This is an optimization exercise on Yosys and OpenROAD, whose aim is small area, a short achievable clock period and few clock cycles per item, not a production implementation.
The RTL was checked by simulation tests, not by an equivalence proof against the original design.
Power and IR drop assume default switching activity.

==> flow/design.v (excerpt) <==
module tnn_conv(
    input               clk,
    input               rst_n,
    input               in_valid,
    output              in_ready,
    input  [1599:0]     feature_in,      
    input  [99:0]       weight_in,       
    input  [31:0]       scaler_in,
    input  [31:0]       bias_in,
    output              out_valid,
    output [31:0]       feature_out
    );
Size: roughly 7,500 cells after synthesis, ~1,400 flip-flops, ~1,800 I/O pins.
export LEC_CHECK = 0
export ABC_CLOCK_PERIOD_IN_PS = 3300
export CAP_MARGIN = 20
export CORE_AREA = 4 4 506 506
export CTS_CLUSTER_DIAMETER = 70
export CTS_CLUSTER_SIZE = 20
export DIE_AREA = 0 0 510 510
export SLEW_MARGIN = 20
export SYNTH_HIERARCHICAL = 1
export SYNTH_MINIMUM_KEEP_SIZE = 0
create_clock -name core_clock -period 8.5 [get_ports {clk}]
standard.sh (not shown) runs the stock make flow with config.mk's settings and CLKGATE_MAP_FILE= SYNTH_SCRIPT=/design/flow/synth_recipe.tcl, a recipe that flattens the netlist after the stock synthesis.
==> flow/flow/run.sh <==
#!/bin/bash
# The standard layout (standard synthesis included), with these changes:
#  - port buffers made from the smallest buffer cell (buf_1) instead of the
#    delay-buffer cell buffer_ports picks by default;
#  - more antenna-repair iterations after global and detailed routing.
set -euo pipefail
export BUFFER_PORTS_ARGS="-buffer_cell sky130_fd_sc_hd__buf_1"
export SETUP_SLACK_MARGIN=5.2
export MAX_REPAIR_ANTENNAS_ITER_GRT=10
export MAX_REPAIR_ANTENNAS_ITER_DRT=15
bash standard.sh > standard_flow.log 2>&1
Testbench counts at the start, summed over its fixed seeds: cycles 6,624, items 6,400.
Next try:
--- a/flow/flow/run.sh
+++ b/flow/flow/run.sh
@@ -6,5 +6,5 @@
 set -euo pipefail
 export BUFFER_PORTS_ARGS="-buffer_cell sky130_fd_sc_hd__buf_1"
-export SETUP_SLACK_MARGIN=5.2
+export SETUP_SLACK_MARGIN=5.3
 export MAX_REPAIR_ANTENNAS_ITER_GRT=10
 export MAX_REPAIR_ANTENNAS_ITER_DRT=15
--- a/flow/config.mk
+++ b/flow/config.mk
@@ -9,6 +9,6 @@
 export CAP_MARGIN = 20
 export CORE_AREA = 4 4 506 506
-export CTS_CLUSTER_DIAMETER = 70
-export CTS_CLUSTER_SIZE = 20
+export CTS_CLUSTER_DIAMETER = 80
+export CTS_CLUSTER_SIZE = 25
 export DIE_AREA = 0 0 510 510
 export SLEW_MARGIN = 20
- total power went up by 0.74%
- register-to-register slack improves by 230 ps
- clock power goes down by about 2%
- non-clock buffer count goes up by 23
- cell area rises by 0.96%
- via count goes up by 0.71%
- core utilization rises by 0.44 points
- first-iteration DRC count came out higher by 9.0%
- combinational power hardly moves
Next try:
==> flow/flow/run.sh (replaced) <==
#!/bin/bash
set -euo pipefail
export BUFFER_PORTS_ARGS="-buffer_cell sky130_fd_sc_hd__buf_1"
export SETUP_SLACK_MARGIN=5.3
bash standard.sh > standard_flow.log 2>&1
--- a/flow/config.mk
+++ b/flow/config.mk
@@ -9,6 +9,6 @@
 export CAP_MARGIN = 20
 export CORE_AREA = 4 4 506 506
-export CTS_CLUSTER_DIAMETER = 80
-export CTS_CLUSTER_SIZE = 25
+export CTS_CLUSTER_DIAMETER = 70
+export CTS_CLUSTER_SIZE = 20
 export DIE_AREA = 0 0 510 510
 export SLEW_MARGIN = 20
With this change the flow reached the layout checks and failed them: antenna rules.
Sequential power hardly moves.
Clock-buffer cell count grows by 22.
Global-route usage hardly moves.
Wire length is about the same.
Final area increases slightly.
Via count grows slightly.
Worst setup slack gets better by 32 ps.
Clock power went up by a few percent.
Maximum frequency is higher slightly.
Power rises slightly.

---

tnn_conv, a different RTL version from the one above (not shown whole).
For scale: about 7000 cells after synthesis, roughly 1000 flip-flops, about 1800 I/O pins, about 93000 um2 of cells after synthesis.
==> flow/config.mk <==
export PLATFORM = sky130hd
export DESIGN_NAME = tnn_conv
export DESIGN_NICKNAME = tnn_conv
export VERILOG_FILES = /design/flow/design.v
export SDC_FILE = /design/flow/constraint.sdc
export NUM_CORES = 4
export LEC_CHECK = 0
export ABC_CLOCK_PERIOD_IN_PS = 3300
export CAP_MARGIN = 20
export CORE_AREA = 4 4 506 506
export DIE_AREA = 0 0 510 510
export SETUP_SLACK_MARGIN = 5
export SLEW_MARGIN = 20
export SYNTH_HIERARCHICAL = 1
export SYNTH_MINIMUM_KEEP_SIZE = 0
==> flow/constraint.sdc <==
create_clock -name core_clock -period 8.5 [get_ports {clk}]
set_input_delay 1.7000 -clock core_clock [delete_from_list [all_inputs] [get_ports {clk}]]
set_output_delay 1.7000 -clock core_clock [all_outputs]
set_load 0.01 [all_outputs]
==> flow/flow/run.sh <==
#!/bin/bash
# The standard layout, with the port buffers made from the smallest buffer
# cell (buf_1) instead of the delay-buffer cell buffer_ports picks by default.
# Synthesis is the standard one (standard.sh synth runs as part of finish).
set -euo pipefail
export BUFFER_PORTS_ARGS="-buffer_cell sky130_fd_sc_hd__buf_1"
bash standard.sh > standard_flow.log 2>&1
Testbench counts at the start, summed over its fixed seeds: cycles 6,592, items 6,400.
Next try:
Settings changed: CORE_AREA 4 4 506 506 to unset, CORE_MARGIN set to 2, CORE_UTILIZATION set to 40, DIE_AREA 0 0 510 510 to unset.
Effect: The changed run failed in 3_2_place_iop with PPL-0024; synthesized area is unchanged; synthesized cell count stays the same.

separate check: timing with driven ports:
In the flow no input, the clock included, has a driving cell. The finished layouts below were timed again as built, in two steps. Step 1 (the two cells are an assumption about what drives the block):
set clk [get_ports {clk}]
set_driving_cell -lib_cell sky130_fd_sc_hd__clkbuf_16 $clk
set_driving_cell -lib_cell sky130_fd_sc_hd__buf_2 [delete_from_list [all_inputs] $clk]
Step 2 also shifts input and output timing later by t, the mid clock arrival at the registers, as if the neighbouring blocks saw the same clock. Three values: ideal, step 1, step 2; two values: the first two.
run | t, ns | setup WS [ns] | worst register clock-pin slew, ns | worst slew at a driven data input, ns | pins driven straight from the clock port
the first run of note 1 | 0.921 | 5.035 / 4.998 / 4.076 | 0.09 / 0.09 | 0.45 | 1
the second run of note 1 | 0.929 | 5.120 / 5.062 / 4.133 | 0.10 / 0.10 | 0.59 | 1
the third run of note 1 | 0.940 | 5.152 / 5.090 / 4.150 | 0.09 / 0.09 | 0.57 | 1
the first run of note 2 | 0.945 | 4.698 / 4.788 / 3.843 | 0.08 / 0.08 | 0.51 | 1
For the third run of note 1, which loses most, drivers alone change the setup slack by -0.062 ns; drivers and shift together by -1.002 ns.
